What follows belongs to an exercise in optimizing a design on an open flow for small area, a short achievable clock period and few clock cycles per item; a production flow would make more cautious choices.
At most, simulation tests tie the RTL to the original design; equivalence was not proved.
Power is estimated from default activity; no workload was simulated.

==> inputs of branch raven <==
## Mult
module Mult (MultStart, out_A, out_B, rst, clk, HI, LOW, EndMult);
Settings: LEC_CHECK=0, CAP_MARGIN=20, CORE_MARGIN=2, CORE_UTILIZATION=40, SETUP_SLACK_MARGIN=1.6, SLEW_MARGIN=20, SYNTH_HIERARCHICAL=1, SYNTH_MINIMUM_KEEP_SIZE=0; clock period 6.5 ns.
standard.sh (not shown) runs the stock make flow with config.mk's settings and CLKGATE_MAP_FILE= SYNTH_SCRIPT=/design/flow/synth_recipe.tcl, a recipe that flattens the netlist after the stock synthesis.
==> flow/flow/run.sh <==
#!/bin/bash
# The standard layout (the standard.sh: ORFS synthesis to finish), except that
# the port buffers are sky130_fd_sc_hd__buf_4 rather than the delay-cell buffer
# that buffer_ports picks by default. The make output goes to standard.log; ORFS
# keeps each step's own log under orfs/logs/.
set -uo pipefail
bash standard.sh "BUFFER_PORTS_ARGS=-buffer_cell sky130_fd_sc_hd__buf_4" finish > standard.log 2>&1
==> inputs of branch delta, as changes to branch raven <==
==> flow/flow/run.sh (replaced) <==
#!/bin/bash
# The standard layout (the standard.sh: ORFS synthesis to finish), except that
# the port buffers are sky130_fd_sc_hd__buf_2 rather than the delay-cell buffer
# that buffer_ports picks by default. The make output goes to standard.log; ORFS
# keeps each step's own log under orfs/logs/.
set -uo pipefail
bash standard.sh "BUFFER_PORTS_ARGS=-buffer_cell sky130_fd_sc_hd__buf_2" finish > standard.log 2>&1
- SETUP_SLACK_MARGIN: 1.6 -> 1.5
==> run notes <==
Outcome: branch delta timing/DRC/antenna clean; branch raven timing/DRC/antenna clean
Buffers & Inverters on Critical Path: branch delta 1; branch raven 2
Number of global-route vias before repair: branch delta 20.9k; branch raven 20.7k
Fraction of met1 tracks used by global routing: branch delta 30.4%; branch raven 31.5%
Share of the final layout cell area in multi-input gates: branch delta 79.4%; branch raven 78.1%
Crit. path cell count: branch delta 9; branch raven 11
Area after detailed placement: branch delta 26500 µm²; branch raven 26600 µm²
Storage element area: branch delta 2420 µm²; branch raven 2420 µm²
Inst Count DP: branch delta 3212; branch raven 3193
Worst setup slack after layout: branch delta 1.56 ns; branch raven 1.65 ns
Cell-internal power: branch delta 0.00743 W; branch raven 0.00796 W
Clock-cell share of area: branch delta 2.06%; branch raven 2.01%
Number of vias in the routed layout: branch delta 19.5k; branch raven 19.4k
Transition time at the pin with the least slew margin: branch delta 0.777 ns; branch raven 0.606 ns
Power drawn by the clock network: branch delta 0.000955 W; branch raven 0.000953 W
Testbench counts of branch raven, summed over its fixed seeds: cycles 960, items 960.
Testbench counts of branch delta, summed over its fixed seeds: cycles 960, items 960.

========
==> run a <==
Another version of the RTL of Mult (not shown whole).
export LEC_CHECK = 0
export CAP_MARGIN = 20
export CORE_MARGIN = 2
export CORE_UTILIZATION = 40
export SLEW_MARGIN = 20
create_clock -name core_clock -period 6.5 [get_ports {clk}]
run.sh (not shown) runs the stock make flow with config.mk's settings and CLKGATE_MAP_FILE= SYNTH_SCRIPT=/design/flow/synth_recipe.tcl, a recipe that flattens the netlist after the stock synthesis.
Stock flow here: none of the scripts above is used.
==> run b: changes against run a <==
SETUP_SLACK_MARGIN = 1.0   (was unset)
==> summary of the runs <==
- Run a produced a clean layout. Run b finished clean.
- In run b the hold slack is higher than in run a, by 0.0023 ns.
- Final cell count: run b is higher than run a (1.6%).
- Against run b, the wire length of run a is lower by about 4%.
- Area after synthesis is the same in run b and run a.
- In flip-flop and latch count, run b and run a do not differ.
- Non-clock buffer count: run b is higher than run a (49).
- Against run a, the register-to-register slack of run b is higher by 0.42 ns.
- Against run b, the clock power of run a is higher by about 14%.
Function was not checked in any run of this note: the RTL went through the layout flow alone.

========
==> run Y: inputs <==
Mult, a different RTL version from the one above (not shown whole).
## Mult
module Mult (MultStart, out_A, out_B, rst, clk, HI, LOW, EndMult);
export LEC_CHECK = 0
export CAP_MARGIN = 20
export CORE_MARGIN = 2
export CORE_UTILIZATION = 40
export SETUP_SLACK_MARGIN = 1.5
export SLEW_MARGIN = 20
export SYNTH_HIERARCHICAL = 1
export SYNTH_MINIMUM_KEEP_SIZE = 0
create_clock -name core_clock -period 6.5 [get_ports {clk}]
standard.sh (not shown) runs the stock make flow with config.mk's settings and CLKGATE_MAP_FILE= SYNTH_SCRIPT=/design/flow/synth_recipe.tcl, a recipe that flattens the netlist after the stock synthesis.
==> flow/flow/run.sh <==
#!/bin/bash
# The standard layout (the standard.sh: ORFS synthesis to finish), except that
# the port buffers are sky130_fd_sc_hd__buf_4 rather than the delay-cell buffer
# that buffer_ports picks by default. The make output goes to standard.log; ORFS
# keeps each step's own log under orfs/logs/.
set -uo pipefail
bash standard.sh "BUFFER_PORTS_ARGS=-buffer_cell sky130_fd_sc_hd__buf_4" finish > standard.log 2>&1
==> run A (differences from run Y) <==
--- a/flow/design.v
+++ b/flow/design.v
@@ -10,87 +10,103 @@
 	always @(posedge clk) EndMult <= ~rst & MultStart;
 	wire [32:0] bs;
 	assign bs = {out_B, 1'b0};
 	wire [32:0] ax = {out_A[31], out_A};
 	wire [32:0] ax1 = {out_A, 1'b0};
-	wire one0, two0, neg0;
-	BoothEnc enc0 (.b(bs[2:0]), .one(one0), .two(two0), .c(neg0));
+	wire one0, two0;
+	BoothEnc enc0 (.b(bs[2:0]), .one(one0), .two(two0));
+	wire neg0 = bs[2] | ~(bs[1] | bs[0]);
 	wire [31:0] pp0;
 	wire pn0;
 	BoothRowX row0 (.one(one0), .two(two0), .nx(bs[2]), .a(out_A), .p(pp0), .pn(pn0));
-	wire one1, two1, neg1;
-	BoothEnc enc1 (.b(bs[4:2]), .one(one1), .two(two1), .c(neg1));
+	wire one1, two1;
+	BoothEnc enc1 (.b(bs[4:2]), .one(one1), .two(two1));
+	wire neg1 = bs[4] | ~(bs[3] | bs[2]);
 	wire [31:0] pp1;
 	wire pn1;
 	BoothRowX row1 (.one(one1), .two(two1), .nx(bs[4]), .a(out_A), .p(pp1), .pn(pn1));
-	wire one2, two2, neg2;
-	BoothEnc enc2 (.b(bs[6:4]), .one(one2), .two(two2), .c(neg2));
+	wire one2, two2;
+	BoothEnc enc2 (.b(bs[6:4]), .one(one2), .two(two2));
+	wire neg2 = bs[6] | ~(bs[5] | bs[4]);
 	wire [31:0] pp2;
 	wire pn2;
 	BoothRowX row2 (.one(one2), .two(two2), .nx(bs[6]), .a(out_A), .p(pp2), .pn(pn2));
-	wire one3, two3, neg3;
-	BoothEnc enc3 (.b(bs[8:6]), .one(one3), .two(two3), .c(neg3));
+	wire one3, two3;
+	BoothEnc enc3 (.b(bs[8:6]), .one(one3), .two(two3));
+	wire neg3 = bs[8] | ~(bs[7] | bs[6]);
 	wire [31:0] pp3;
 	wire pn3;
 	BoothRowX row3 (.one(one3), .two(two3), .nx(bs[8]), .a(out_A), .p(pp3), .pn(pn3));
-	wire one4, two4, neg4;
-	BoothEnc enc4 (.b(bs[10:8]), .one(one4), .two(two4), .c(neg4));
+	wire one4, two4;
+	BoothEnc enc4 (.b(bs[10:8]), .one(one4), .two(two4));
+	wire neg4 = bs[10] | ~(bs[9] | bs[8]);
 	wire [31:0] pp4;
 	wire pn4;
 	BoothRowX row4 (.one(one4), .two(two4), .nx(bs[10]), .a(out_A), .p(pp4), .pn(pn4));
-	wire one5, two5, neg5;
-	BoothEnc enc5 (.b(bs[12:10]), .one(one5), .two(two5), .c(neg5));
+	wire one5, two5;
+	BoothEnc enc5 (.b(bs[12:10]), .one(one5), .two(two5));
+	wire neg5 = bs[12] | ~(bs[11] | bs[10]);
 	wire [31:0] pp5;
 	wire pn5;
 	BoothRowX row5 (.one(one5), .two(two5), .nx(bs[12]), .a(out_A), .p(pp5), .pn(pn5));
-	wire one6, two6, neg6;
-	BoothEnc enc6 (.b(bs[14:12]), .one(one6), .two(two6), .c(neg6));
+	wire one6, two6;
+	BoothEnc enc6 (.b(bs[14:12]), .one(one6), .two(two6));
+	wire neg6 = bs[14] | ~(bs[13] | bs[12]);
 	wire [31:0] pp6;
 	wire pn6;
 	BoothRowX row6 (.one(one6), .two(two6), .nx(bs[14]), .a(out_A), .p(pp6), .pn(pn6));
-	wire one7, two7, neg7;
-	BoothEnc enc7 (.b(bs[16:14]), .one(one7), .two(two7), .c(neg7));
+	wire one7, two7;
+	BoothEnc enc7 (.b(bs[16:14]), .one(one7), .two(two7));
+	wire neg7 = bs[16] | ~(bs[15] | bs[14]);
 	wire [31:0] pp7;
 	wire pn7;
 	BoothRowX row7 (.one(one7), .two(two7), .nx(bs[16]), .a(out_A), .p(pp7), .pn(pn7));
-	wire one8, two8, neg8;
-	BoothEnc enc8 (.b(bs[18:16]), .one(one8), .two(two8), .c(neg8));
+	wire one8, two8;
+	BoothEnc enc8 (.b(bs[18:16]), .one(one8), .two(two8));
+	wire neg8 = bs[18] | ~(bs[17] | bs[16]);
 	wire [31:0] pp8;
 	wire pn8;
 	BoothRowX row8 (.one(one8), .two(two8), .nx(bs[18]), .a(out_A), .p(pp8), .pn(pn8));
-	wire one9, two9, neg9;
-	BoothEnc enc9 (.b(bs[20:18]), .one(one9), .two(two9), .c(neg9));
+	wire one9, two9;
+	BoothEnc enc9 (.b(bs[20:18]), .one(one9), .two(two9));
+	wire neg9 = bs[20] | ~(bs[19] | bs[18]);
 	wire [31:0] pp9;
 	wire pn9;
 	BoothRowX row9 (.one(one9), .two(two9), .nx(bs[20]), .a(out_A), .p(pp9), .pn(pn9));
-	wire one10, two10, neg10;
-	BoothEnc enc10 (.b(bs[22:20]), .one(one10), .two(two10), .c(neg10));
+	wire one10, two10;
+	BoothEnc enc10 (.b(bs[22:20]), .one(one10), .two(two10));
+	wire neg10 = bs[22] | ~(bs[21] | bs[20]);
 	wire [31:0] pp10;
 	wire pn10;
 	BoothRowX row10 (.one(one10), .two(two10), .nx(bs[22]), .a(out_A), .p(pp10), .pn(pn10));
-	wire one11, two11, neg11;
-	BoothEnc enc11 (.b(bs[24:22]), .one(one11), .two(two11), .c(neg11));
+	wire one11, two11;
+	BoothEnc enc11 (.b(bs[24:22]), .one(one11), .two(two11));
+	wire neg11 = bs[24] | ~(bs[23] | bs[22]);
 	wire [31:0] pp11;
 	wire pn11;
 	BoothRowX row11 (.one(one11), .two(two11), .nx(bs[24]), .a(out_A), .p(pp11), .pn(pn11));
-	wire one12, two12, neg12;
-	BoothEnc enc12 (.b(bs[26:24]), .one(one12), .two(two12), .c(neg12));
+	wire one12, two12;
+	BoothEnc enc12 (.b(bs[26:24]), .one(one12), .two(two12));
+	wire neg12 = bs[26] | ~(bs[25] | bs[24]);
 	wire [31:0] pp12;
 	wire pn12;
 	BoothRowX row12 (.one(one12), .two(two12), .nx(bs[26]), .a(out_A), .p(pp12), .pn(pn12));
-	wire one13, two13, neg13;
-	BoothEnc enc13 (.b(bs[28:26]), .one(one13), .two(two13), .c(neg13));
+	wire one13, two13;
+	BoothEnc enc13 (.b(bs[28:26]), .one(one13), .two(two13));
+	wire neg13 = bs[28] | ~(bs[27] | bs[26]);
 	wire [31:0] pp13;
 	wire pn13;
 	BoothRowX row13 (.one(one13), .two(two13), .nx(bs[28]), .a(out_A), .p(pp13), .pn(pn13));
-	wire one14, two14, neg14;
-	BoothEnc enc14 (.b(bs[30:28]), .one(one14), .two(two14), .c(neg14));
+	wire one14, two14;
+	BoothEnc enc14 (.b(bs[30:28]), .one(one14), .two(two14));
+	wire neg14 = bs[30] | ~(bs[29] | bs[28]);
 	wire [31:0] pp14;
 	wire pn14;
 	BoothRowX row14 (.one(one14), .two(two14), .nx(bs[30]), .a(out_A), .p(pp14), .pn(pn14));
-	wire one15, two15, neg15;
-	BoothEnc enc15 (.b(bs[32:30]), .one(one15), .two(two15), .c(neg15));
+	wire one15, two15;
+	BoothEnc enc15 (.b(bs[32:30]), .one(one15), .two(two15));
+	wire neg15 = bs[32] | ~(bs[31] | bs[30]);
 	wire [31:0] pp15;
 	wire pn15;
 	BoothRowX row15 (.one(one15), .two(two15), .nx(bs[32]), .a(out_A), .p(pp15), .pn(pn15));
 	wire s1, c2;
 	HA ha_s1 (.a(neg12), .b(pp0[24]), .s(s1), .co(c2));
@@ -1263,16 +1279,15 @@
 	wire [55:0] P = S ^ C;
 	wire [55:0] hs;
 	PrefixAdd padd (.g(G), .p(P), .ci(CI), .s(hs));
 	assign {HI, LOW} = {hs, LB};
 endmodule
-module BoothEnc (b, one, two, c);
+module BoothEnc (b, one, two);
 	input wire [2:0] b;
-	output wire one, two, c;
+	output wire one, two;
 	assign one = b[1] ^ b[0];
 	assign two = (b[2] ^ b[1]) & ~(b[1] ^ b[0]);
-	assign c = b[2] | ~(b[1] | b[0]);
 endmodule
 module BoothRowX (one, two, nx, a, p, pn);
 	input wire one, two, nx;
 	input wire [31:0] a;
 	output wire [31:0] p;
@@ -1607,12 +1622,24 @@
 	assign s[55] = p[55] ^ G158;
 endmodule
 module FA (a, b, c, s, co);
 	input wire a, b, c;
 	output wire s, co;
-	assign s = a ^ b ^ c;
-	assign co = (a & b) | (a & c) | (b & c);
+	wire t;
+	XOR2 x0 (.a(a), .b(b), .y(t));
+	XOR2 x1 (.a(t), .b(c), .y(s));
+	MAJ3 m0 (.a(a), .b(b), .c(c), .y(co));
+endmodule
+module XOR2 (a, b, y);
+	input wire a, b;
+	output wire y;
+	assign y = a ^ b;
+endmodule
+module MAJ3 (a, b, c, y);
+	input wire a, b, c;
+	output wire y;
+	assign y = (a & b) | (a & c) | (b & c);
 endmodule
 module HA (a, b, s, co);
 	input wire a, b;
 	output wire s, co;
 	assign s = a ^ b;
==> flow/flow/run.sh (replaced) <==
#!/bin/bash
# The standard layout (the standard.sh: ORFS synthesis to finish), except that
# the port buffers are sky130_fd_sc_hd__buf_2 rather than the delay-cell buffer
# that buffer_ports picks by default. The make output goes to standard.log; ORFS
# keeps each step's own log under orfs/logs/.
set -uo pipefail
bash standard.sh "BUFFER_PORTS_ARGS=-buffer_cell sky130_fd_sc_hd__buf_2" finish > standard.log 2>&1
==> run H (differences from run Y) <==
--- a/flow/design.v
+++ b/flow/design.v
@@ -10,87 +10,103 @@
 	always @(posedge clk) EndMult <= ~rst & MultStart;
 	wire [32:0] bs;
 	assign bs = {out_B, 1'b0};
 	wire [32:0] ax = {out_A[31], out_A};
 	wire [32:0] ax1 = {out_A, 1'b0};
-	wire one0, two0, neg0;
-	BoothEnc enc0 (.b(bs[2:0]), .one(one0), .two(two0), .c(neg0));
+	wire one0, two0;
+	BoothEnc enc0 (.b(bs[2:0]), .one(one0), .two(two0));
+	wire neg0 = bs[2] | ~(bs[1] | bs[0]);
 	wire [31:0] pp0;
 	wire pn0;
 	BoothRowX row0 (.one(one0), .two(two0), .nx(bs[2]), .a(out_A), .p(pp0), .pn(pn0));
-	wire one1, two1, neg1;
-	BoothEnc enc1 (.b(bs[4:2]), .one(one1), .two(two1), .c(neg1));
+	wire one1, two1;
+	BoothEnc enc1 (.b(bs[4:2]), .one(one1), .two(two1));
+	wire neg1 = bs[4] | ~(bs[3] | bs[2]);
 	wire [31:0] pp1;
 	wire pn1;
 	BoothRowX row1 (.one(one1), .two(two1), .nx(bs[4]), .a(out_A), .p(pp1), .pn(pn1));
-	wire one2, two2, neg2;
-	BoothEnc enc2 (.b(bs[6:4]), .one(one2), .two(two2), .c(neg2));
+	wire one2, two2;
+	BoothEnc enc2 (.b(bs[6:4]), .one(one2), .two(two2));
+	wire neg2 = bs[6] | ~(bs[5] | bs[4]);
 	wire [31:0] pp2;
 	wire pn2;
 	BoothRowX row2 (.one(one2), .two(two2), .nx(bs[6]), .a(out_A), .p(pp2), .pn(pn2));
-	wire one3, two3, neg3;
-	BoothEnc enc3 (.b(bs[8:6]), .one(one3), .two(two3), .c(neg3));
+	wire one3, two3;
+	BoothEnc enc3 (.b(bs[8:6]), .one(one3), .two(two3));
+	wire neg3 = bs[8] | ~(bs[7] | bs[6]);
 	wire [31:0] pp3;
 	wire pn3;
 	BoothRowX row3 (.one(one3), .two(two3), .nx(bs[8]), .a(out_A), .p(pp3), .pn(pn3));
-	wire one4, two4, neg4;
-	BoothEnc enc4 (.b(bs[10:8]), .one(one4), .two(two4), .c(neg4));
+	wire one4, two4;
+	BoothEnc enc4 (.b(bs[10:8]), .one(one4), .two(two4));
+	wire neg4 = bs[10] | ~(bs[9] | bs[8]);
 	wire [31:0] pp4;
 	wire pn4;
 	BoothRowX row4 (.one(one4), .two(two4), .nx(bs[10]), .a(out_A), .p(pp4), .pn(pn4));
-	wire one5, two5, neg5;
-	BoothEnc enc5 (.b(bs[12:10]), .one(one5), .two(two5), .c(neg5));
+	wire one5, two5;
+	BoothEnc enc5 (.b(bs[12:10]), .one(one5), .two(two5));
+	wire neg5 = bs[12] | ~(bs[11] | bs[10]);
 	wire [31:0] pp5;
 	wire pn5;
 	BoothRowX row5 (.one(one5), .two(two5), .nx(bs[12]), .a(out_A), .p(pp5), .pn(pn5));
-	wire one6, two6, neg6;
-	BoothEnc enc6 (.b(bs[14:12]), .one(one6), .two(two6), .c(neg6));
+	wire one6, two6;
+	BoothEnc enc6 (.b(bs[14:12]), .one(one6), .two(two6));
+	wire neg6 = bs[14] | ~(bs[13] | bs[12]);
 	wire [31:0] pp6;
 	wire pn6;
 	BoothRowX row6 (.one(one6), .two(two6), .nx(bs[14]), .a(out_A), .p(pp6), .pn(pn6));
-	wire one7, two7, neg7;
-	BoothEnc enc7 (.b(bs[16:14]), .one(one7), .two(two7), .c(neg7));
+	wire one7, two7;
+	BoothEnc enc7 (.b(bs[16:14]), .one(one7), .two(two7));
+	wire neg7 = bs[16] | ~(bs[15] | bs[14]);
 	wire [31:0] pp7;
 	wire pn7;
 	BoothRowX row7 (.one(one7), .two(two7), .nx(bs[16]), .a(out_A), .p(pp7), .pn(pn7));
-	wire one8, two8, neg8;
-	BoothEnc enc8 (.b(bs[18:16]), .one(one8), .two(two8), .c(neg8));
+	wire one8, two8;
+	BoothEnc enc8 (.b(bs[18:16]), .one(one8), .two(two8));
+	wire neg8 = bs[18] | ~(bs[17] | bs[16]);
 	wire [31:0] pp8;
 	wire pn8;
 	BoothRowX row8 (.one(one8), .two(two8), .nx(bs[18]), .a(out_A), .p(pp8), .pn(pn8));
-	wire one9, two9, neg9;
-	BoothEnc enc9 (.b(bs[20:18]), .one(one9), .two(two9), .c(neg9));
+	wire one9, two9;
+	BoothEnc enc9 (.b(bs[20:18]), .one(one9), .two(two9));
+	wire neg9 = bs[20] | ~(bs[19] | bs[18]);
 	wire [31:0] pp9;
 	wire pn9;
 	BoothRowX row9 (.one(one9), .two(two9), .nx(bs[20]), .a(out_A), .p(pp9), .pn(pn9));
-	wire one10, two10, neg10;
-	BoothEnc enc10 (.b(bs[22:20]), .one(one10), .two(two10), .c(neg10));
+	wire one10, two10;
+	BoothEnc enc10 (.b(bs[22:20]), .one(one10), .two(two10));
+	wire neg10 = bs[22] | ~(bs[21] | bs[20]);
 	wire [31:0] pp10;
 	wire pn10;
 	BoothRowX row10 (.one(one10), .two(two10), .nx(bs[22]), .a(out_A), .p(pp10), .pn(pn10));
-	wire one11, two11, neg11;
-	BoothEnc enc11 (.b(bs[24:22]), .one(one11), .two(two11), .c(neg11));
+	wire one11, two11;
+	BoothEnc enc11 (.b(bs[24:22]), .one(one11), .two(two11));
+	wire neg11 = bs[24] | ~(bs[23] | bs[22]);
 	wire [31:0] pp11;
 	wire pn11;
 	BoothRowX row11 (.one(one11), .two(two11), .nx(bs[24]), .a(out_A), .p(pp11), .pn(pn11));
-	wire one12, two12, neg12;
-	BoothEnc enc12 (.b(bs[26:24]), .one(one12), .two(two12), .c(neg12));
+	wire one12, two12;
+	BoothEnc enc12 (.b(bs[26:24]), .one(one12), .two(two12));
+	wire neg12 = bs[26] | ~(bs[25] | bs[24]);
 	wire [31:0] pp12;
 	wire pn12;
 	BoothRowX row12 (.one(one12), .two(two12), .nx(bs[26]), .a(out_A), .p(pp12), .pn(pn12));
-	wire one13, two13, neg13;
-	BoothEnc enc13 (.b(bs[28:26]), .one(one13), .two(two13), .c(neg13));
+	wire one13, two13;
+	BoothEnc enc13 (.b(bs[28:26]), .one(one13), .two(two13));
+	wire neg13 = bs[28] | ~(bs[27] | bs[26]);
 	wire [31:0] pp13;
 	wire pn13;
 	BoothRowX row13 (.one(one13), .two(two13), .nx(bs[28]), .a(out_A), .p(pp13), .pn(pn13));
-	wire one14, two14, neg14;
-	BoothEnc enc14 (.b(bs[30:28]), .one(one14), .two(two14), .c(neg14));
+	wire one14, two14;
+	BoothEnc enc14 (.b(bs[30:28]), .one(one14), .two(two14));
+	wire neg14 = bs[30] | ~(bs[29] | bs[28]);
 	wire [31:0] pp14;
 	wire pn14;
 	BoothRowX row14 (.one(one14), .two(two14), .nx(bs[30]), .a(out_A), .p(pp14), .pn(pn14));
-	wire one15, two15, neg15;
-	BoothEnc enc15 (.b(bs[32:30]), .one(one15), .two(two15), .c(neg15));
+	wire one15, two15;
+	BoothEnc enc15 (.b(bs[32:30]), .one(one15), .two(two15));
+	wire neg15 = bs[32] | ~(bs[31] | bs[30]);
 	wire [31:0] pp15;
 	wire pn15;
 	BoothRowX row15 (.one(one15), .two(two15), .nx(bs[32]), .a(out_A), .p(pp15), .pn(pn15));
 	wire s1, c2;
 	HA ha_s1 (.a(neg12), .b(pp0[24]), .s(s1), .co(c2));
@@ -1263,16 +1279,15 @@
 	wire [55:0] P = S ^ C;
 	wire [55:0] hs;
 	PrefixAdd padd (.g(G), .p(P), .ci(CI), .s(hs));
 	assign {HI, LOW} = {hs, LB};
 endmodule
-module BoothEnc (b, one, two, c);
+module BoothEnc (b, one, two);
 	input wire [2:0] b;
-	output wire one, two, c;
+	output wire one, two;
 	assign one = b[1] ^ b[0];
 	assign two = (b[2] ^ b[1]) & ~(b[1] ^ b[0]);
-	assign c = b[2] | ~(b[1] | b[0]);
 endmodule
 module BoothRowX (one, two, nx, a, p, pn);
 	input wire one, two, nx;
 	input wire [31:0] a;
 	output wire [31:0] p;
CTS_BUF_LIST = sky130_fd_sc_hd__clkbuf_4 sky130_fd_sc_hd__clkbuf_8   (was default)
==> run notes <==
quantity	run A	run H	run Y
Post-CTS Setup Inserts	2	2	5
Via count of the first global-routing pass	23.4k	20.8k	20.9k
Post-synth top area cell	xor2_1	fa_1	fa_1
Max layer used	met5	met5	met4
Total routed wire length on the met1 layer	37400 µm	31200 µm	31600 µm
Synthesized area	29400 µm²	25500 µm²	25500 µm²
Result of the run	complete, no violations	complete, no violations	complete, no violations
Largest fanout of any net on the critical path	5	40	20
Post-layout instance count excluding filler cells	4238	3233	3253
Initial Utilization	0.403	0.404	0.404
Multi-input logic area	25500 µm²	21900 µm²	21600 µm²
Gate count after technology mapping	3187	2307	2323
Rel. slew slack	0.339	0.436	0.573
Launching element of the worst setup path	C[0]$_DFF_P_	out_B[5]	out_B[7]
Testbench counts of run H, summed over its fixed seeds: cycles 960, items 960.
The RTL of run Y and run A was laid out without a check of its function.

-- afterwards: timing with drivers on the ports --
Ports are ideal in the flow. The routed layouts listed here were re-timed in OpenROAD.
Step 1 sets driving cells, clkbuf_16 on the clock port and buf_2 on the other inputs (assumed; they add their load-dependent delay and slew).
Step 2 also shifts input and output timing later by t, the mid clock arrival at the registers, as if the neighbouring blocks saw the same clock.
a / b / c = ideal / step 1 / step 2; a / b = the first two.
| run | t (ns) | slack for setup (ns) | hold WS [ns] | clock arrival spread, ns | worst data-port slew with drivers (ns) |
|---|---|---|---|---|---|
| branch raven | 0.548 | 1.653 / 1.656 / 1.114 | 0.968 / 0.933 / 1.481 | 0.024 / 0.024 | 0.17 |
| branch delta | 0.548 | 1.559 / 1.597 / 1.049 | 0.961 / 0.927 / 1.475 | 0.019 / 0.020 | 0.08 |
| run a of note 2 | 0.436 | 0.311 / 0.335 / -0.101 | 0.350 / 0.350 / 0.350 | 0.016 / 0.017 | 0.05 |
| run b of note 2 | 0.423 | 1.012 / 1.043 / 0.620 | 0.352 / 0.352 / 0.352 | 0.011 / 0.012 | 0.06 |
| run Y of note 3 | 0.544 | 1.529 / 1.502 / 0.958 | 0.971 / 0.937 / 1.481 | 0.017 / 0.016 | 0.09 |
| run A of note 3 | 0.553 | 1.629 / 1.569 / 1.231 | 0.938 / 0.898 / 1.452 | 0.021 / 0.021 | 0.13 |
| run H of note 3 | 0.614 | 1.567 / 1.547 / 0.970 | 0.893 / 0.865 / 1.479 | 0.018 / 0.018 | 0.06 |
With both steps, setup timing fails in run a of note 2, where it was met with ideal ports. The setup slack of run H of note 3, which loses most, moves by -0.020 ns with the drivers and by -0.597 ns with both steps.
